This is an optimization exercise on Yosys and OpenROAD, whose aim is small area, a short achievable clock period and few clock cycles, not a production implementation. Where RTL was checked, it was by simulation tests only, not by an equivalence proof against the original. Function not checked in run 2: the RTL went through the layout flow alone.

==> design.v <==
module SNN(
	clk,
	rst_n,
	in_valid,
	img,
	ker,
	weight,
	out_valid,
	out_data
);
input clk;
input rst_n;
input in_valid;
input [7:0] img;
input [7:0] ker;
input [7:0] weight;
output reg out_valid;
output reg [9:0] out_data;
parameter IDLE = 4'b0000;
parameter IN_DATA = 4'b0001;
parameter CONV = 4'b0010;
parameter QUAN = 4'b0011;
parameter MAX_P = 4'b0100;
parameter F_C = 4'b0101;
parameter L1_D = 4'b0110;
parameter ACTIVE = 4'b0111;
parameter OUT = 4'b1000;
integer i;
reg [3:0] current_state,next_state;
wire conv_done,quan_done,mp_done,fc_done,l1_done,ac_done;
reg conv_start,quan_start,mp_start,fc_start,l1_start,ac_start;
reg [7:0] in_cnt;
reg [1:0] matrix_cnt;
reg [7:0] m_in[0:71]; 
reg [7:0] kernel [0:8];
reg [7:0] w[0:3];
reg [7:0] nn1,nn2,nn3,nn4,nn5,nn6,nn7,nn8; 
reg [7:0] c1,c2,c3,c4,c5,c6,c7,c8,c9,c10,c11,c12,c13,c14,c15,c16,c17,c18,c19,c20,c21,c22,c23,c24,c25,c26,c27,c28,c29,c30,c31,c32,c33,c34,c35,c36;
wire [19:0] q1,q2,q3,q4,q5,q6,q7,q8,q9,q10,q11,q12,q13,q14,q15,q16;
wire [7:0] mp1,mp2,mp3,mp4,mp5,mp6,mp7,mp8,mp9,mp10,mp11,mp12,mp13,mp14,mp15,mp16;
wire [7:0] fc1,fc2,fc3,fc4;
wire [7:0] snn1,snn2,snn3,snn4;
wire [9:0] fo,l1o;
reg sleep_in,sleep_conv,sleep_quan,sleep_mp,sleep_fc,sleep_l1,sleep_ac,sleep_out;
always @(posedge clk or negedge rst_n) begin
	if(!rst_n) conv_start<=0;
	else if(next_state==CONV) conv_start<=1;
	else  conv_start<=0;
end
always @(posedge clk or negedge rst_n) begin
	if(!rst_n) quan_start<=0;
	else if(next_state==QUAN) quan_start<=1;
	else quan_start<=0;
end
always @(posedge clk or negedge rst_n) begin
	if(!rst_n) mp_start<=0;
	else if(next_state==MAX_P) mp_start<=1;
	else mp_start<=0;
end
always @(posedge clk or negedge rst_n) begin
	if(!rst_n) fc_start<=0;
	else if(next_state==F_C) fc_start<=1;
	else fc_start<=0;
end
always @(posedge clk or negedge rst_n) begin
	if(!rst_n) l1_start<=0;
	else if(next_state==L1_D) l1_start<=1;
	else l1_start<=0;
end
always @(posedge clk or negedge rst_n) begin
	if(!rst_n) ac_start<=0;
	else if(next_state==ACTIVE) ac_start<=1;
	else ac_start<=0;
end
always @(posedge clk or negedge rst_n) begin
	if(!rst_n) matrix_cnt<=0;
	else if(current_state==MAX_P&&(next_state==MAX_P)) matrix_cnt<=matrix_cnt+1;
	else if(current_state==L1_D) matrix_cnt<=0;
end
always @(posedge clk or negedge rst_n) begin
	if(!rst_n) in_cnt<=0;
	else if(in_cnt==71) in_cnt<=0;
	else if(in_valid) in_cnt<=in_cnt+1;
end
always @(posedge clk or negedge rst_n) begin
	if(!rst_n) begin
		for(i=0;i<72;i=i+1) begin
			m_in[i]<=0;
		end
	end
	else if(in_valid) m_in[in_cnt]<=img;
end
always @(posedge clk or negedge rst_n) begin
	if(!rst_n)begin
		for(i=0;i<9;i=i+1) kernel[i]<=0;
	end
	else if(in_valid&&(in_cnt<9)) kernel[in_cnt]<=ker;
end
always @(posedge clk or negedge rst_n) begin
	if(!rst_n) begin
		for(i=0;i<4;i=i+1) w[i]<=0;
	end
	else if(in_valid&&(in_cnt<4)) w[in_cnt]<=weight;
end
always @(posedge clk or negedge rst_n) begin
	if(!rst_n) current_state<=0;
	else current_state<=next_state;
end
always @(*) begin
	case(current_state)
	IDLE:begin 
		if(in_valid) next_state = IN_DATA;
		else next_state = IDLE;
	end
	IN_DATA:begin 
		if(in_cnt==71) next_state = CONV;
		else next_state = IN_DATA;
	end
	CONV:begin 
		if(conv_done) next_state = QUAN;
		else next_state = CONV;
	end
	QUAN:begin 
		if(quan_done) next_state = MAX_P;
		else next_state = QUAN;
	end
	MAX_P:begin 
		if(mp_done) next_state = F_C;
		else next_state = MAX_P;
	end
	F_C:begin 
		if(fc_done)begin
			if(matrix_cnt==2) next_state = L1_D;
			else next_state = CONV;
		end
		else next_state = F_C;
	end
	L1_D:begin 
		if(l1_done) next_state = ACTIVE;
		else next_state = L1_D;
	end
	ACTIVE:begin 
		next_state = OUT;
	end
	OUT:begin 
		next_state = IDLE;
	end
	default:next_state = IDLE;
	endcase
end
always @(posedge clk or negedge rst_n) begin
	if(!rst_n)begin
		c1<=0;
		c2<=0;
		c3<=0;
		c4<=0;
		c5<=0;
		c6<=0;
		c7<=0;
		c8<=0;
		c9<=0;
		c10<=0;
		c11<=0;
		c12<=0;
		c13<=0;
		c14<=0;
		c15<=0;
		c16<=0;
		c17<=0;
		c18<=0;
		c19<=0;
		c20<=0;
		c21<=0;
		c22<=0;
		c23<=0;
		c24<=0;
		c25<=0;
		c26<=0;
		c27<=0;
		c28<=0;
		c29<=0;
		c30<=0;
		c31<=0;
		c32<=0;
		c33<=0;
		c34<=0;
		c35<=0;
		c36<=0;
	end
	else  if(matrix_cnt==0&&next_state==CONV)begin
		c1 <= m_in[0];
		c2 <= m_in[1];
		c3 <= m_in[2];
		c4 <= m_in[3];
		c5 <= m_in[4];
		c6 <= m_in[5];
		c7 <= m_in[6];
		c8 <= m_in[7];
		c9 <= m_in[8];
		c10 <= m_in[9];
		c11 <= m_in[10];
		c12 <= m_in[11];
		c13 <= m_in[12];
		c14 <= m_in[13];
		c15 <= m_in[14];
		c16 <= m_in[15];
		c17 <= m_in[16];
		c18 <= m_in[17];
		c19 <= m_in[18];
		c20 <= m_in[19];
		c21 <= m_in[20];
		c22 <= m_in[21];
		c23 <= m_in[22];
		c24 <= m_in[23];
		c25 <= m_in[24];
		c26 <= m_in[25];
		c27 <= m_in[26];
		c28 <= m_in[27];
		c29 <= m_in[28];
		c30 <= m_in[29];
		c31 <= m_in[30];
		c32 <= m_in[31];
		c33 <= m_in[32];
		c34 <= m_in[33];
		c35 <= m_in[34];
		c36 <= m_in[35];
	end
	else if(matrix_cnt==1&&next_state==CONV) begin
		c1 <= m_in[36];
		c2 <= m_in[37];
		c3 <= m_in[38];
		c4 <= m_in[39];
		c5 <= m_in[40];
		c6 <= m_in[41];
		c7 <= m_in[42];
		c8 <= m_in[43];
		c9 <= m_in[44];
		c10 <= m_in[45];
		c11 <= m_in[46];
		c12 <= m_in[47];
		c13 <= m_in[48];
		c14 <= m_in[49];
		c15 <= m_in[50];
		c16 <= m_in[51];
		c17 <= m_in[52];
		c18 <= m_in[53];
		c19 <= m_in[54];
		c20 <= m_in[55];
		c21 <= m_in[56];
		c22 <= m_in[57];
		c23 <= m_in[58];
		c24 <= m_in[59];
		c25 <= m_in[60];
		c26 <= m_in[61];
		c27 <= m_in[62];
		c28 <= m_in[63];
		c29 <= m_in[64];
		c30 <= m_in[65];
		c31 <= m_in[66];
		c32 <= m_in[67];
		c33 <= m_in[68];
		c34 <= m_in[69];
		c35 <= m_in[70];
		c36 <= m_in[71];
	end
end
always @(posedge clk or negedge rst_n) begin
	if(!rst_n) nn1<=0;
	else if(fc_done&&(matrix_cnt==1)) nn1<=snn1;
end
always @(posedge clk or negedge rst_n) begin
	if(!rst_n) nn2<=0;
	else if(fc_done&&(matrix_cnt==1)) nn2<=snn2;
end
always @(posedge clk or negedge rst_n) begin
	if(!rst_n) nn3<=0;
	else if(fc_done&&(matrix_cnt==1)) nn3<=snn3;
end
always @(posedge clk or negedge rst_n) begin
	if(!rst_n) nn4<=0;
	else if(fc_done&&(matrix_cnt==1)) nn4<=snn4;
end
always @(posedge clk or negedge rst_n) begin
	if(!rst_n) nn5<=0;
	else if(fc_done&&(matrix_cnt==2))nn5<=snn1;
end
always @(posedge clk or negedge rst_n) begin
	if(!rst_n) nn6<=0;
	else if(fc_done&&(matrix_cnt==2)) nn6<=snn2;
end
always @(posedge clk or negedge rst_n) begin
	if(!rst_n) nn7<=0;
	else if(fc_done&&(matrix_cnt==2))nn7<=snn3;
end
always @(posedge clk or negedge rst_n) begin
	if(!rst_n) nn8<=0;
	else if(fc_done&&(matrix_cnt==2)) nn8<=snn4;
end
CONVOLUTION C1(.clk(clk),.rst_n(rst_n),.start(conv_start),.in1(c1),.in2(c2),.in3(c3),.in4(c4),.in5(c5),.in6(c6),.in7(c7),.in8(c8),.in9(c9),.in10(c10),.in11(c11),
.in12(c12),.in13(c13),.in14(c14),.in15(c15),.in16(c16),.in17(c17),.in18(c18),.in19(c19),.in20(c20),.in21(c21),.in22(c22),.in23(c23),.in24(c24),.in25(c25),.in26(c26),.in27(c27),
.in28(c28),.in29(c29),.in30(c30),.in31(c31),.in32(c32),.in33(c33),.in34(c34),.in35(c35),.in36(c36),
.k1(kernel[0]),.k2(kernel[1]),.k3(kernel[2]),.k4(kernel[3]),.k5(kernel[4]),.k6(kernel[5]),.k7(kernel[6]),.k8(kernel[7]),.k9(kernel[8]),
.out1(q1),.out2(q2),.out3(q3),.out4(q4),.out5(q5),.out6(q6),.out7(q7),.out8(q8),.out9(q9),.out10(q10),.out11(q11),.out12(q12),.out13(q13),.out14(q14),.out15(q15),.out16(q16),
.done(conv_done));
QUANTIZATION Q1(.clk(clk),.rst_n(rst_n),.start(quan_start),.in1(q1),.in2(q2),.in3(q3),.in4(q4),.in5(q5),.in6(q6),.in7(q7),.in8(q8),.in9(q9),.in10(q10),.in11(q11),.in12(q12),.in13(q13),.in14(q14),.in15(q15),.in16(q16),
.out1(mp1),.out2(mp2),.out3(mp3),.out4(mp4),.out5(mp5),.out6(mp6),.out7(mp7),.out8(mp8),.out9(mp9),.out10(mp10),.out11(mp11),.out12(mp12),.out13(mp13),.out14(mp14),.out15(mp15),.out16(mp16),.done(quan_done));
MAX_POOLING MP1(.clk(clk),.rst_n(rst_n),.start(mp_start),.in1(mp1),.in2(mp2),.in3(mp3),.in4(mp4),.in5(mp5),.in6(mp6),.in7(mp7),.in8(mp8),.in9(mp9),.in10(mp10),.in11(mp11),.in12(mp12),.in13(mp13),.in14(mp14),.in15(mp15),.in16(mp16),
.out1(fc1),.out2(fc2),.out3(fc3),.out4(fc4),.done(mp_done));
FULLLY_CONNECT FC1(.clk(clk),.rst_n(rst_n),.start(fc_start),.in1(fc1),.in2(fc2),.in3(fc3),.in4(fc4),.w1(w[0]),.w2(w[1]),.w3(w[2]),.w4(w[3]),.out1(snn1),.out2(snn2),.out3(snn3),.out4(snn4),.done(fc_done));
L1_DISTANCE LD1(.clk(clk),.rst_n(rst_n),.start(l1_start),.in11(nn1),.in12(nn2),.in13(nn3),.in14(nn4),.in21(nn5),.in22(nn6),.in23(nn7),.in24(nn8),.out(l1o),.done(l1_done));
ACTIVATION AC1(.clk(clk),.rst_n(rst_n),.start(ac_start),.in(l1o),.out(fo),.done(ac_done));
always @(posedge clk or negedge rst_n) begin
	if(!rst_n) out_data<=0;
	else if(current_state==OUT) out_data<=fo;
	else out_data<=0;
end
always @(posedge clk or negedge rst_n) begin
	if(!rst_n) out_valid<=0;
	else if(current_state==OUT) out_valid<=1;
	else out_valid<=0;
end
endmodule
module CONVOLUTION (clk,rst_n,start,
in1,in2,in3,in4,in5,in6,in7,in8,in9,in10,in11,in12,in13,in14,in15,in16,in17,in18,in19,in20,in21,in22,in23,in24,in25,in26,in27,in28,in29,in30,in31,in32,in33,in34,in35,in36,
k1,k2,k3,k4,k5,k6,k7,k8,k9,
out1,out2,out3,out4,out5,out6,out7,out8,out9,out10,out11,out12,out13,out14,out15,out16,
done
);	
input clk,rst_n,start;
input [7:0] in1,in2,in3,in4,in5,in6,in7,in8,in9,in10,in11,in12,in13,in14,in15,in16,in17,in18,in19,in20,in21,in22,in23,in24,in25,in26,in27,in28,in29,in30,in31,in32,in33,in34,in35,in36;
input [7:0] k1,k2,k3,k4,k5,k6,k7,k8,k9;
output reg done;
output reg [19:0] out1,out2,out3,out4,out5,out6,out7,out8,out9,out10,out11,out12,out13,out14,out15,out16;
reg [7:0] now_cal1,now_cal2,now_cal3,now_cal4,now_cal5,now_cal6,now_cal7,now_cal8,now_cal9;
wire [19:0] out;
reg [5:0] conv_cnt;
always @(posedge clk or negedge rst_n) begin
	if(!rst_n) conv_cnt<=0;
	else if(conv_cnt==17) conv_cnt<=0;
	else if(start) conv_cnt<=conv_cnt+1;
end
always @(posedge clk or negedge rst_n) begin
	if(!rst_n) done<=0;
	else if(conv_cnt>15) done<=1;
	else done<=0;
end
always @(*) begin
	case(conv_cnt)
	0:begin
		now_cal1 = in1;
		now_cal2 = in2;
		now_cal3 = in3;
		now_cal4 = in7;
		now_cal5 = in8;
		now_cal6 = in9;
		now_cal7 =in13;
		now_cal8 =in14;
		now_cal9 =in15;
	end
	1:begin
		now_cal1 = in2;
		now_cal2 = in3;
		now_cal3 = in4;
		now_cal4 = in8;
		now_cal5 = in9;
		now_cal6 = in10;
		now_cal7 = in14;
		now_cal8 = in15;
		now_cal9 = in16;
	end
	2:begin
		now_cal1 = in3;
		now_cal2 = in4;
		now_cal3 = in5;
		now_cal4 = in9;
		now_cal5 =in10;
		now_cal6 =in11;
		now_cal7 =in15;
		now_cal8 =in16;
		now_cal9 =in17;
	end
	3:begin
		now_cal1 = in4;
		now_cal2 =in5;
		now_cal3 =in6;
		now_cal4 =in10;
		now_cal5 =in11;
		now_cal6 =in12;
		now_cal7 =in16;
		now_cal8 =in17;
		now_cal9 =in18;
	end
	4:begin
		now_cal1 = in7;
		now_cal2 =in8;
		now_cal3 =in9;
		now_cal4 =in13;
		now_cal5 =in14;
		now_cal6 =in15;
		now_cal7 =in19;
		now_cal8 =in20;
		now_cal9 =in21;
	end
	5:begin
		now_cal1 = in8;
		now_cal2 =in9;
		now_cal3 =in10;
		now_cal4 =in14;
		now_cal5 =in15;
		now_cal6 =in16;
		now_cal7 =in20;
		now_cal8 =in21;
		now_cal9 =in22;
	end
	6:begin
		now_cal1 = in9;
		now_cal2 =in10;
		now_cal3 =in11;
		now_cal4 =in15;
		now_cal5 =in16;
		now_cal6 =in17;
		now_cal7 =in21;
		now_cal8 =in22;
		now_cal9 =in23;
	end
	7:begin
		now_cal1 = in10;
		now_cal2 =in11;
		now_cal3 =in12;
		now_cal4 =in16;
		now_cal5 =in17;
		now_cal6 =in18;
		now_cal7 =in22;
		now_cal8 =in23;
		now_cal9 =in24;
	end
	8:begin
		now_cal1 = in13;
		now_cal2 =in14;
		now_cal3 =in15;
		now_cal4 =in19;
		now_cal5 =in20;
		now_cal6 =in21;
		now_cal7 =in25;
		now_cal8 =in26;
		now_cal9 =in27;
	end
	9:begin
		now_cal1 = in14;
		now_cal2 =in15;
		now_cal3 =in16;
		now_cal4 =in20;
		now_cal5 =in21;
		now_cal6 =in22;
		now_cal7 =in26;
		now_cal8 =in27;
		now_cal9 =in28;
	end
	10:begin
		now_cal1 = in15;
		now_cal2 =in16;
		now_cal3 =in17;
		now_cal4 =in21;
		now_cal5 =in22;
		now_cal6 =in23;
		now_cal7 =in27;
		now_cal8 =in28;
		now_cal9 =in29;
	end
	11:begin
		now_cal1 = in16;
		now_cal2 =in17;
		now_cal3 =in18;
		now_cal4 =in22;
		now_cal5 =in23;
		now_cal6 =in24;
		now_cal7 =in28;
		now_cal8 =in29;
		now_cal9 =in30;
	end
	12:begin
		now_cal1 = in19;
		now_cal2 =in20;
		now_cal3 =in21;
		now_cal4 =in25;
		now_cal5 =in26;
		now_cal6 =in27;
		now_cal7 =in31;
		now_cal8 =in32;
		now_cal9 =in33;
	end
	13:begin
		now_cal1 = in20;
		now_cal2 =in21;
		now_cal3 =in22;
		now_cal4 =in26;
		now_cal5 =in27;
		now_cal6 =in28;
		now_cal7 =in32;
		now_cal8 =in33;
		now_cal9 =in34;
	end
	14:begin
		now_cal1 = in21;
		now_cal2 =in22;
		now_cal3 =in23;
		now_cal4 =in27;
		now_cal5 =in28;
		now_cal6 =in29;
		now_cal7 =in33;
		now_cal8 =in34;
		now_cal9 =in35;
	end
	15:begin
		now_cal1 = in22;
		now_cal2 =in23;
		now_cal3 =in24;
		now_cal4 =in28;
		now_cal5 =in29;
		now_cal6 =in30;
		now_cal7 =in34;
		now_cal8 =in35;
		now_cal9 =in36;
	end
	default:begin
		now_cal1 = 0;
		now_cal2 =0;
		now_cal3 =0;
		now_cal4 =0;
		now_cal5 =0;
		now_cal6 =0;
		now_cal7 =0;
		now_cal8 =0;
		now_cal9 =0;
	end
	endcase
end
CONV_CELL CC1(.in1(now_cal1),.in2(now_cal2),.in3(now_cal3),.in4(now_cal4),.in5(now_cal5),.in6(now_cal6),.in7(now_cal7),.in8(now_cal8),.in9(now_cal9),
.k1(k1),.k2(k2),.k3(k3),.k4(k4),.k5(k5),.k6(k6),.k7(k7),.k8(k8),.k9(k9),.out(out));
always @(posedge clk or negedge rst_n) begin
	if(!rst_n)begin
		out1<=0;
		out2<=0;
		out3<=0;
		out4<=0;
		out5<=0;
		out6<=0;
		out7<=0;
		out8<=0;
		out9<=0;
		out10<=0;
		out11<=0;
		out12<=0;
		out13<=0;
		out14<=0;
		out15<=0;
		out16<=0;
	end
	else begin
		case(conv_cnt)
		0:out1<=out;
		1:out2<=out;
		2:out3<=out;
		3:out4<=out;
		4:out5<=out;
		5:out6<=out;
		6:out7<=out;
		7:out8<=out;
		8:out9<=out;
		9:out10<=out;
		10:out11<=out;
		11:out12<=out;
		12:out13<=out;
		13:out14<=out;
		14:out15<=out;
		15:out16<=out;
		endcase
	end
end
endmodule
module CONV_CELL (
	in1,in2,in3,in4,in5,in6,in7,in8,in9,
	k1,k2,k3,k4,k5,k6,k7,k8,k9,
	out
);
input [7:0] in1,in2,in3,in4,in5,in6,in7,in8,in9;
input [7:0] k1,k2,k3,k4,k5,k6,k7,k8,k9;
output reg [19:0] out;
always @(*) begin
	out =in1*k1+in2*k2+in3*k3+in4*k4+in5*k5+in6*k6+in7*k7+in8*k8+in9*k9;	
end
endmodule
module QUANTIZATION (
	clk,rst_n,start,
	in1,in2,in3,in4,in5,in6,in7,in8,in9,in10,in11,in12,in13,in14,in15,in16,
    out1,out2,out3,out4,out5,out6,out7,out8,out9,out10,out11,out12,out13,out14,out15,out16,
	done
);
	input clk,rst_n,start;
	input [19:0] in1,in2,in3,in4,in5,in6,in7,in8,in9,in10,in11,in12,in13,in14,in15,in16;
	output reg [7:0]  out1,out2,out3,out4,out5,out6,out7,out8,out9,out10,out11,out12,out13,out14,out15,out16;
	output reg done;
reg [4:0] qua_cnt;
parameter down = 2295;
always @(posedge clk or negedge rst_n) begin
	if(!rst_n) qua_cnt<=0;
	else if(qua_cnt==17) qua_cnt<=0;
	else if(start) qua_cnt<=qua_cnt+1;
end
always @(posedge clk or negedge rst_n) begin
	if(!rst_n)done<=0;
	else if(qua_cnt>15) done<=1;
	else done<=0;
end
always @(posedge clk or negedge rst_n) begin
	if(!rst_n)begin
		out1<=0;
		out2<=0;
		out3<=0;
		out4<=0;
		out5<=0;
		out6<=0;
		out7<=0;
		out8<=0;
		out9<=0;
		out10<=0;
		out11<=0;
		out12<=0;
		out13<=0;
		out14<=0;
		out15<=0;
		out16<=0;
	end
	else begin
		case(qua_cnt)
		0:out1<=in1/down;
		1:out2<=in2/down;
		2:out3<=in3/down;
		3:out4<=in4/down;
		4:out5<=in5/down;
		5:out6<=in6/down;
		6:out7<=in7/down;
		7:out8<=in8/down;
		8:out9<=in9/down;
		9:out10<=in10/down;
		10:out11<=in11/down;
		11:out12<=in12/down;
		12:out13<=in13/down;
		13:out14<=in14/down;
		14:out15<=in15/down;
		15:out16<=in16/down;
		endcase
	end
end
endmodule
module MAX_POOLING (
	clk,rst_n,start,
	in1,in2,in3,in4,in5,in6,in7,in8,in9,in10,in11,in12,in13,in14,in15,in16,
	out1,out2,out3,out4,
	done
);
	input clk,rst_n,start;
	input [7:0]in1,in2,in3,in4,in5,in6,in7,in8,in9,in10,in11,in12,in13,in14,in15,in16;
	output reg [7:0] out1,out2,out3,out4;
	output reg done;
	wire [7:0] b1,b2,b3,b4;
	FBB f1(.in1(in1),.in2(in2),.in3(in5),.in4(in6),.out(b1));
	FBB f2(.in1(in3),.in2(in4),.in3(in7),.in4(in8),.out(b2));
	FBB f3(.in1(in9),.in2(in10),.in3(in13),.in4(in14),.out(b3));
	FBB f4(.in1(in11),.in2(in12),.in3(in15),.in4(in16),.out(b4));
	always @(*) begin
		out1 = b1;
		out2 = b2;
		out3 = b3;
		out4 = b4;
	end
	always @(posedge clk or negedge rst_n) begin
		if(!rst_n) done<=0;
		else if(start) done<=1;
		else done<=0;
	end
endmodule
module FBB (
	in1,in2,in3,in4,
	out
);
input [7:0] in1,in2,in3,in4;
output reg [7:0] out;
	always @(*) begin
		if((in1>=in2)&&(in1>=in3)&&(in1>=in4)) out = in1;
		else if((in2>in1)&&(in2>=in3)&&(in2>=in4)) out = in2;
		else if((in3>in1)&&(in3>in2)&&(in3>=in4)) out = in3;
		else out = in4;
	end
endmodule
module FULLLY_CONNECT (
	clk,rst_n,start,
	in1,in2,in3,in4,
	w1,w2,w3,w4,
	out1,out2,out3,out4,
	done
);
	input clk,rst_n,start;
	input [7:0] in1,in2,in3,in4;
	input [7:0] w1,w2,w3,w4;
	output reg [7:0] out1,out2,out3,out4;
	output reg done;
	reg [2:0] fc_cnt;
	reg [19:0] o1,o2,o3,o4;
	parameter down = 510;
	always @(posedge clk or negedge rst_n) begin
		if(!rst_n) fc_cnt<=0;
		else if(fc_cnt==4)fc_cnt<=0;
		else if(start&&(!done)) fc_cnt<=fc_cnt+1;
	end
	always @(posedge clk or negedge rst_n) begin
		if(!rst_n) done<=0;
		else if(fc_cnt==4) done<=1;
		else done<=0;
	end
	always @(posedge clk or negedge rst_n) begin
		if(!rst_n)begin
			o1<=0;
			o2<=0;
			o3<=0;
			o4<=0;
		end
		else begin
			case(fc_cnt)
			0: o1<=in1*w1+in2*w3;
			1: o2<=in1*w2+in2*w4;
			2: o3<=in3*w1+in4*w3;
			3: o4<=in3*w2+in4*w4;
			endcase
		end
	end
	always @(posedge clk or negedge rst_n) begin
		if(!rst_n)begin
			out1<=0;
			out2<=0;
			out3<=0;
			out4<=0;
		end
		else begin
			case(fc_cnt)
			1:out1<=o1/down;
			2:out2<=o2/down;
			3:out3<=o3/down;
			4:out4<=o4/down;
			endcase
		end
	end
endmodule
module L1_DISTANCE (
	clk,rst_n,start,
	in11,in12,in13,in14,
	in21,in22,in23,in24,
	out,
	done
);	
	input clk,rst_n,start;
	input [7:0] in11,in12,in13,in14;
	input [7:0] in21,in22,in23,in24;
	output reg [9:0] out;
	output reg done;
	wire [7:0] big1,big2,big3,big4;
	wire [7:0] small1,small2,small3,small4;
	reg [2:0] l1_cnt;
	reg [7:0] o1,o2,o3,o4;
	always @(posedge clk or negedge rst_n) begin
		if(!rst_n) l1_cnt<=0;
		else if(start) l1_cnt<=l1_cnt+1;
		else l1_cnt<=0;
	end
	always @(posedge clk or negedge rst_n) begin
		if(!rst_n) done<=0;
		else if(l1_cnt==4) done<=1;
		else done<=0;
	end
		assign big1 = (in11>in21)?in11:in21;
		assign big2 = (in12>in22)?in12:in22;
		assign big3 = (in13>in23)?in13:in23;
		assign big4 = (in14>in24)?in14:in24;
		assign small1 = (in11<in21)?in11:in21;
		assign small2 = (in12<in22)?in12:in22;
		assign small3 = (in13<in23)?in13:in23;
		assign small4 = (in14<in24)?in14:in24;
	always @(posedge clk or negedge rst_n) begin
		if(!rst_n)begin
			o1<=0;
			o2<=0;
			o3<=0;
			o4<=0;
		end
		else begin
			case(l1_cnt)
			0:o1<=big1-small1;
			1:o2<=big2-small2;
			2:o3<=big3-small3;
			3:o4<=big4-small4;
			endcase
		end
	end
	always @(posedge clk or negedge rst_n) begin
		if(!rst_n) out<=0;
		else begin
			case(l1_cnt)
			4:out<=o1+o2+o3+o4;
			endcase
		end
	end
endmodule
module ACTIVATION (
	clk,rst_n,start,
	in,
	out,
	done
);
	input clk,rst_n,start;
	input [9:0] in;
	output reg [9:0] out;
	output reg done;
	always @(posedge clk or negedge rst_n) begin
		if(!rst_n) done<=0;
		else if(start) done<=1;
		else done<=0;
	end
	always @(posedge clk or negedge rst_n) begin
		if(!rst_n) out<=0;
		else if(start) out<=(in>=16)?in:0;
	end
endmodule
==> run.sh <==
#!/bin/bash
# synth_recipe.tcl (not shown) runs the flow's synth.tcl, then flattens the netlist and writes it again
# the make line also repeats each setting of config.mk as NAME=value (left out here)
make -C /OpenROAD-flow-scripts/flow DESIGN_CONFIG=/design/flow/config.mk WORK_HOME=/design/flow/orfs CLKGATE_MAP_FILE= SYNTH_SCRIPT=/design/flow/synth_recipe.tcl finish
==> config.mk <==
export PLATFORM = sky130hd
export DESIGN_NAME = SNN
export DESIGN_NICKNAME = SNN
export VERILOG_FILES = /design/flow/design.v
export SDC_FILE = /design/flow/constraint.sdc
export NUM_CORES = 4
export LEC_CHECK = 0
export CAP_MARGIN = 20
export CORE_MARGIN = 2
export CORE_UTILIZATION = 40
export SLEW_MARGIN = 20
==> constraint.sdc <==
create_clock -name core_clock -period 15.0 [get_ports {clk}]
set_input_delay 3.0000 -clock core_clock [delete_from_list [all_inputs] [get_ports {clk}]]
set_output_delay 3.0000 -clock core_clock [all_outputs]
set_load 0.01 [all_outputs]
==> results of run 1 <==
area by class of cell:
type	count	area share, %
Antenna cell	32	0.0429
Clock buffer	267	2.95
Tap cell	5734	3.84
Timing Repair Buffer	219	0.968
Inverter	1564	3.14
Sequential cell	1681	22.5
Multi-Input combinational cell	16200	65.9
Clock inverter	90	0.608
cell families (layout without fill, tap and decap cells):
kind of cell    Yosys count  in the layout  synth area share (%)
simple gates           6603           6603                  18.8
compound gates         5434           5434                  21.6
buf+inv                2608           2140                  5.72
fa+ha+maj              1858           1858                  16.8
flops                  1681           1681                  24.1
mux                    1386           1386                  8.58
xor+xnor                881            881                  4.43
other cells               0             32                     0
how the worst max path moves through the flow:
stage | start | end | slack, ns
3_5_place_dp | C1.conv_cnt[5] | C1.out12[19] | 1.63
6_report | C1.conv_cnt[5] | C1.out5[19] | 1.33
2_1_floorplan | C1.conv_cnt[5] | C1.out11[19] | 4.06
4_1_cts | C1.conv_cnt[5] | C1.out12[19] | 1.56
5_1_grt | C1.conv_cnt[4] | C1.out12[19] | 0.60
3_3_place_gp | C1.conv_cnt[5] | C1.out1[19] | 1.72
metrics by stage:
step / std cells / utilization [%] / hold WS, ns
floorplan: 20500 / - / 0.331
CTS: 25700 / 42.9 / 0.357
finish: 25700 / 42.9 / 0.355
detailed placement: 25400 / 41.4 / 0.342
global placement: 25400 / 41.4 / 0.332
global route: 25700 / 42.9 / 0.359
critical path: cells and delay by family, from the launching register on:
family,cells,cell delay (ns)
DFF,1,0.40
AOI/OAI and AO/OA,18,3.74
and+or+nand+nor,6,2.34
xor gates and xnor gates,1,0.13
adders and majority gates,11,5.21
buffers and inverters,9,1.59
per-layer routing:
metal	global-route usage (%)	vias to the layer above	part of all wire [%]
li1	-	72100	-
met1	34.5	75800	44
met2	41.1	4889	45
met3	3.33	1131	6.1
met4	10.4	14	4.7
met5	0	-	0.016
Yosys cell counts (148+ instances only):
| master | instances | area, sq um |
|---|---|---|
| mux2i_1 | 495 | 4950 |
| xor2_1 | 248 | 2170 |
| nand3_1 | 504 | 2520 |
| nand2b_1 | 250 | 1560 |
| a221oi_1 | 246 | 2150 |
| and2_1 | 652 | 4080 |
| a211oi_1 | 181 | 1360 |
| a22oi_1 | 191 | 1430 |
| mux2_2 | 885 | 9970 |
| o21ai_0 | 1381 | 6910 |
| a21o_1 | 208 | 1560 |
| and3_1 | 270 | 1690 |
| xnor2_1 | 629 | 5510 |
| clkbuf_1 | 774 | 2910 |
| nor3_1 | 361 | 1810 |
| dfrtp_1 | 1681 | 42100 |
| a31oi_1 | 257 | 1610 |
| a22o_1 | 241 | 2110 |
| inv_1 | 1563 | 5870 |
| o21bai_1 | 148 | 1110 |
| nand2_1 | 2349 | 8820 |
| o211ai_1 | 182 | 1370 |
| ha_1 | 928 | 11600 |
| nor2b_1 | 275 | 1720 |
| a21oi_1 | 865 | 4330 |
| fa_1 | 836 | 16700 |
| nand4_1 | 157 | 982 |
| nor2_1 | 999 | 3750 |
==> flow_summary.toml, run 1 <==
[finish]
regMostFlops = "m_in"
largest_reg_flops = 576
n_fill_cell = 43100
design_area_sq_mm = 0.187
syn_to_final_growth_pct = 6.86
drive_gt1_share_pct = 9.77
regArea_sq_mm = 0.0421
multiInputGateArea_sq_mm = 0.123
layout_common_cells = "nand2_1 (2339), dfrtp_1 (1681), inv_1 (1563), o21ai_0 (1373), nor2_1 (996)"
layout_commonest_cell = "nand2_1"
nets = 21600

[worst_setup_path]
slowest_delay_ns = 0.79
crit_path_end_kind = "register"
required_ns = 15.73
r2r_slack_ns = 1.33
cpMaxStageDelayCell = "and2_2"
worstSetupStartpointType = "register"
worstReg2RegStart = "C1.conv_cnt[5]"
arrival_ns = 14.41
worstPathMaxFanout = 33
r2r-end = "C1.out5[19]"
critical_path_class = "reg -> reg"
r2r_cells = 45
cp_common_cell = "fa_1"

[sta]
tns_ns = 0
skew_ns = 0.150
rsz0062_at_grt = "false"
final_max_slew_viol_count = 0
slew_headroom_pct = 22.3
post-route-period-util_pct = 91.2
period_needed_ns = 13.67
timing.fmax_mhz = 73.1
hold_violations = 0
finalWorstSetupSlack_ns = 1.33
setup_violations = 0
worst_pin_slew_ns = 1.16

[die]
die_area_sq_mm = 0.442
rows = 242
num_io_pins = 38
start_util_pct = 40.2
die_x_um = 665
coreArea_sq_mm = 0.435
die_height_um = 665

[drt]
via_per_inst = 5.98
postRouteAntennaNets = 0
wl_per_cell_um = 22.5
drt-initial-drc-count = 13600
drtPass1Iterations = 6
wl_um = 580000
drc = 0
num_vias = 154000

[job]
drv_cap = 0

[clock_network]
cts.sinks = 1681
postCtsSetupRepairBufs = 0
numCtsBuffers = 196
root_buffer = "clkbuf_16"
htreeDepth = 4
cts_resized = 0
clk_latency_ns = 1.01
clockBufferDepth = 4
cts_hold_buf = 0
clkTransAtPathRegs_ns = 0.06
tritoncts = "yes"

[synthesis]
synth_area_per_cell_sq_um = 8.54
netlist_area_sq_mm = 0.175
synth_cell_type_count = 158
yosysSeqAreaShare_pct = 24.1
synthArstFlopShare_pct = 100
synth_edf_count = 0
synth_flop_cell = "dfrtp_1"
yosysWarnings = 15
syn_inst = 20500
syn_nets = 22200
synth-seq-cells = 1681

[global_route]
grt_antenna_before_repair = 47
grt_start_max_net_pins = 242
gr-total-overflow = 0
grt_pass1_vias = 147000
grt_pass1_wl_um = 895000
grtUsageTotal_pct = 25.5

[worst_hold_path]
hp-start = "mp_start"
hold_end = "MP1.done"
hold_class = "reg -> reg"
hold_depth = 0

[placement]
dpl-instance-area_sq_mm = 0.180
dp_hpwl_um = 438000
place.gp.congestion = 0.968
io_buffers = 37
dp_slack_ns = 1.63

[status]
status = "no timing/DRC/antenna violations"
Testbench counts, summed over its fixed seeds: cycles 53,768.
==> inputs of run 2 (changes only) <==
==> design.v (replaced) <==
module SNN(
	clk,
	rst_n,
	in_valid,
	img,
	ker,
	weight,
	out_valid,
	out_data
);
input clk;
input rst_n;
input in_valid;
input [7:0] img;
input [7:0] ker;
input [7:0] weight;
output reg out_valid;
output reg [9:0] out_data;
integer i;
reg [2:0] col, row;
reg       im;
always @(posedge clk or negedge rst_n) begin
	if(!rst_n) begin
		col <= 0; row <= 0; im <= 0;
	end
	else if(in_valid) begin
		if(col == 5) begin
			col <= 0;
			if(row == 5) begin
				row <= 0;
				im  <= ~im;
			end
			else row <= row + 1;
		end
		else col <= col + 1;
	end
end
wire [3:0] kpos = row[0] ? col + 6 : {1'b0, col};
wire kload = in_valid && !im && row[2:1] == 0;
reg [7:0] k [0:8];
reg [7:0] w [0:3];
always @(posedge clk) begin
	for(i = 0; i < 9; i = i + 1)
		if(kload && kpos == i) k[i] <= ker;
end
always @(posedge clk) begin
	for(i = 0; i < 4; i = i + 1)
		if(kload && kpos == i) w[i] <= weight;
end
reg [7:0] px;
reg       v1;
reg [2:0] col1, row1;
reg       im1;
always @(posedge clk) begin
	px <= img;
	col1 <= col;
	row1 <= row;
	im1 <= im;
end
always @(posedge clk or negedge rst_n) begin
	if(!rst_n) v1 <= 0;
	else v1 <= in_valid;
end
reg [7:0] lb [0:11];
always @(posedge clk) begin
	lb[0] <= px;
	for(i = 1; i < 12; i = i + 1) lb[i] <= lb[i-1];
end
wire [7:0] pt = lb[11];
wire [7:0] pm = lb[5];
wire [7:0] pb = px;
reg [17:0] s1;
reg [18:0] s2;
reg [19:0] cv;
reg        v2;
reg [1:0]  c2;
reg [1:0]  r2;
reg        im2;
always @(posedge clk) begin
	s1 <= pt*k[0] + pm*k[3] + pb*k[6];
	s2 <= s1 + pt*k[1] + pm*k[4] + pb*k[7];
	cv <= s2 + pt*k[2] + pm*k[5] + pb*k[8];
	c2 <= col1 - 2;
	r2 <= row1 - 2;
	im2 <= im1;
end
always @(posedge clk or negedge rst_n) begin
	if(!rst_n) v2 <= 0;
	else v2 <= v1 && row1 >= 2 && col1 >= 2;
end
reg [19:0] mx [0:1];
reg        v3;
reg [1:0]  q3;     
reg        im3;
always @(posedge clk) begin
	if(v2) begin
		if(!r2[0] && !c2[0]) mx[c2[1]] <= cv;
		else if(cv > mx[c2[1]]) mx[c2[1]] <= cv;
	end
	q3 <= {r2[1], c2[1]};
	im3 <= im2;
end
always @(posedge clk or negedge rst_n) begin
	if(!rst_n) v3 <= 0;
	else v3 <= v2 && r2[0] && c2[0];
end
wire [19:0] pooled = mx[q3[0]];
reg [7:0] qv;
reg       v4;
reg [1:0] q4;
reg       im4;
always @(posedge clk) begin
	qv <= (pooled * 38'd233931) >> 29;
	q4 <= q3;
	im4 <= im3;
end
always @(posedge clk or negedge rst_n) begin
	if(!rst_n) v4 <= 0;
	else v4 <= v3;
end
reg [7:0] qa, qb, qc;
always @(posedge clk) begin
	if(v4 && q4 == 0) qa <= qv;
	if(v4 && q4 == 2) qc <= qv;
end
wire [7:0] fu = q4[1] ? qc : qa;
reg [16:0] fa, fb;
reg        v5, h5, im5;
always @(posedge clk) begin
	fa <= fu*w[0] + qv*w[2];
	fb <= fu*w[1] + qv*w[3];
	h5 <= q4[1];
	im5 <= im4;
end
always @(posedge clk or negedge rst_n) begin
	if(!rst_n) v5 <= 0;
	else v5 <= v4 && q4[0];
end
reg [7:0] na, nb;
reg       v6, h6, im6;
always @(posedge clk) begin
	na <= (fa * 35'd131587) >> 26;
	nb <= (fb * 35'd131587) >> 26;
	h6 <= h5;
	im6 <= im5;
end
always @(posedge clk or negedge rst_n) begin
	if(!rst_n) v6 <= 0;
	else v6 <= v5;
end
reg [7:0] n1 [0:3];
reg [8:0] dh;
always @(posedge clk) begin
	if(v6 && !im6) begin
		n1[{h6,1'b0}] <= na;
		n1[{h6,1'b1}] <= nb;
	end
end
wire [7:0] da = (na > n1[{h6,1'b0}]) ? na - n1[{h6,1'b0}] : n1[{h6,1'b0}] - na;
wire [7:0] db = (nb > n1[{h6,1'b1}]) ? nb - n1[{h6,1'b1}] : n1[{h6,1'b1}] - nb;
wire [9:0] l1d = dh + da + db;
always @(posedge clk) begin
	if(v6 && im6 && !h6) dh <= da + db;
end
wire fin = v6 && im6 && h6;
always @(posedge clk or negedge rst_n) begin
	if(!rst_n) begin
		out_valid <= 0;
		out_data <= 0;
	end
	else begin
		out_valid <= fin;
		out_data <= (fin && l1d >= 16) ? l1d : 10'd0;
	end
end
endmodule
==> run 2 against run 1 <==
  * Highest routed layer unchanged
  * Synthesized cell count decreased by 75%
  * Critical endpoint is now s1[17]
  * First-iteration DRC count shrank 90%
==> flow_summary.toml, run 2 <==
[worst_setup_path]
worstSetupStartpointType = "register"
crit_path_end_kind = "register"
required_ns = 15.60
arrival_ns = 7.83
worstPathMaxFanout = 24
critical_path_class = "reg -> reg"

[sta]
slew_headroom_pct = 24.1
finalWorstSetupSlack_ns = 7.78
post-route-period-util_pct = 48.2
period_needed_ns = 7.22
final_max_slew_viol_count = 0
rsz0062_at_grt = "false"
setup_violations = 0
worst_pin_slew_ns = 1.13
hold_violations = 0
skew_ns = 0.0567
timing.fmax_mhz = 138
tns_ns = 0

[placement]
dp_hpwl_um = 97300
io_buffers = 37
place.gp.congestion = 0.854
dp_slack_ns = 7.84
dp.cells = 6914

[global_route]
grtUsageTotal_pct = 18.5
grt_start_max_net_pins = 26
grt_pass1_wl_um = 197000
gr-total-overflow = 0
grt_pass1_vias = 36700
grt_antenna_before_repair = 9

[drt]
wl_met1_um = 52100
drt-initial-drc-count = 1411
highest_layer = "met5"
postRouteAntennaNets = 0
drtPass1Iterations = 5
met2_length_um = 60000
wl_um = 120000
dr_wl_met3_um = 4710
num_vias = 33600
drc = 0
via_per_inst = 4.78
wl_per_cell_um = 17.1

[synthesis]
synth_edf_count = 201
netlist_area_sq_mm = 0.0537
synth_common_cells = "inv_1 (1329), fa_1 (840), ha_1 (835), and2_1 (551), nand2_1 (341)"
syn_inst = 5156
yosysWarnings = 4
yosysSeqAreaShare_pct = 21.3
synth_top_area_cell = "fa_1"
synth_area_per_cell_sq_um = 10.4
synth_flop_cell = "dfxtp_1"
netlist.area_leader.share_pct = 31.3
synthArstFlopShare_pct = 5.15
synth_most_common_cell = "inv_1"
syn_nets = 6858
synth-seq-cells = 466
synth.area.top_cells = "fa_1 (31%), ha_1 (19%), edfxtp_1 (11%)"
synth_cell_type_count = 67

[clock_network]
clkTransAtPathRegs_ns = 0.06
htreeDepth = 2
numCtsBuffers = 58
clk_latency_ns = 0.67
tritoncts = "yes"
cts_hold_buf = 0
clockBufferDepth = 3
postCtsSetupRepairBufs = 0
root_buffer = "clkbuf_16"
cts.sinks = 466
cts_resized = 0

[die]
num_io_pins = 38
coreArea_sq_mm = 0.133
rows = 134
die_height_um = 370
die_area_sq_mm = 0.137
start_util_pct = 40.3
die_x_um = 370

[finish]
syn_to_final_growth_pct = 8.52
antennaDiodeCount = 0
multiInputGateArea_sq_mm = 0.0370
post-route-util_pct = 43.7
nets = 6909
fin_cells = 7023
largest_reg_flops = 96
n_fill_cell = 12700
regMostFlops = "lb"
layout_common_cells = "inv_1 (1329), fa_1 (840), ha_1 (835), and2_1 (551), nand2_1 (341)"
regArea_sq_mm = 0.0115
drive_gt1_share_pct = 3.24
layout_commonest_cell = "inv_1"

[status]
status = "no timing/DRC/antenna violations"

[job]
drv_cap = 0

[worst_hold_path]
hold_class = "reg -> reg"
==> run 2: critical path, stage by stage, from the launching register on <==
cell and delay (ns):
dfxtp_1 1.06, and2_1 0.27, fa_1 0.42, inv_1 0.09
fa_1 0.41, fa_1 0.55, inv_1 0.05, fa_1 0.49
fa_1 0.55, inv_1 0.05, fa_1 0.48, inv_1 0.05
fa_1 0.44, ha_1 0.33, nor2b_1 0.14, o21ai_1 0.16
a21boi_1 0.14, nor4_1 0.33, o31ai_1 0.20, or4_1 0.46
a31o_1 0.22, a21oi_1 0.16, xnor2_1 0.13
==> run 2: logic make-up after synthesis <==
family | count (synthesis) | synth area share [%]
adders and majority gates | 1675 | 50.8
muxes | 78 | 1.49
and+or+nand+nor | 1105 | 10.8
AOI/OAI and AO/OA | 301 | 3.73
DFF | 466 | 21.3
buffers and inverters | 1409 | 9.87
xor gates and xnor gates | 122 | 1.99
==> run 2: routing by layer <==
metal | GRT usage [%] | vias up
met4 | 5.23 | 4
met1 | 23.5 | 16900
li1 | - | 15900
met5 | 0 | -
met2 | 33.0 | 566
met3 | 2.04 | 171
==> run 2: area by class of cell <==
class,count,area share [%]
multi-input combinational,3281,63.4
sequential,466,19.7
inverter,1329,8.56
tap,1768,3.80
clock buffer,69,2.61
timing repair buffer,71,1.09
clock inverter,39,0.831
==> run 2: final timing paths <==
kind / startpoint / to / slack [ns] / cells after the start
worst max register to register: lb[11][4] / s1[17] / 7.78 / 22
worst max-delay path: lb[11][4] / s1[17] / 7.78 / 22
max in group asynchronous: rst_n / col[0] / 11.97 / 2
worst min register to register: im3 / im4 / 0.30 / 0
min in group asynchronous: rst_n / out_data[1] / 2.73 / 2
worst min-delay path: im3 / im4 / 0.30 / 0
==> run 2: stage by stage <==
| stage | hold slack, ns | cell area, sq um |
|---|---|---|
| after floorplan | 0.310 | 53700 |
| after global placement | 0.310 | 56200 |
| after detailed placement | 0.312 | 56200 |
| after CTS | 0.284 | 58200 |
| after global routing | 0.296 | 58300 |
| final | 0.298 | 58300 |

## static timing again, ports no longer ideal
Ports are ideal in the flow. The routed layouts listed here were re-timed in OpenROAD. Step 1, drivers: a clkbuf_16 drives clk and a buf_2 each remaining input, both assumed. Step 2 adds t to the input delays and takes it off the output delays; t is the mean of the earliest and latest rising clock arrival at the registers after step 1. Input paths then give back, and output paths get back, about the clock's delay inside the block. Three values: no drivers, after step 1, after step 2; two values: the first two.
| run | shift t [ns] | setup WS [ns] | worst setup path after step 2 | clock arrival spread, ns | slew at the worst register clock pin (ns) |
|---|---|---|---|---|---|
| run 1 | 1.045 | 1.327 / 1.327 / 1.327 | register to register | 0.150 / 0.150 | 0.07 / 0.07 |
| run 2 | 0.725 | 7.777 / 7.777 / 7.777 | register to register | 0.059 / 0.058 | 0.07 / 0.07 |
After both steps setup and hold are still met in every run listed.
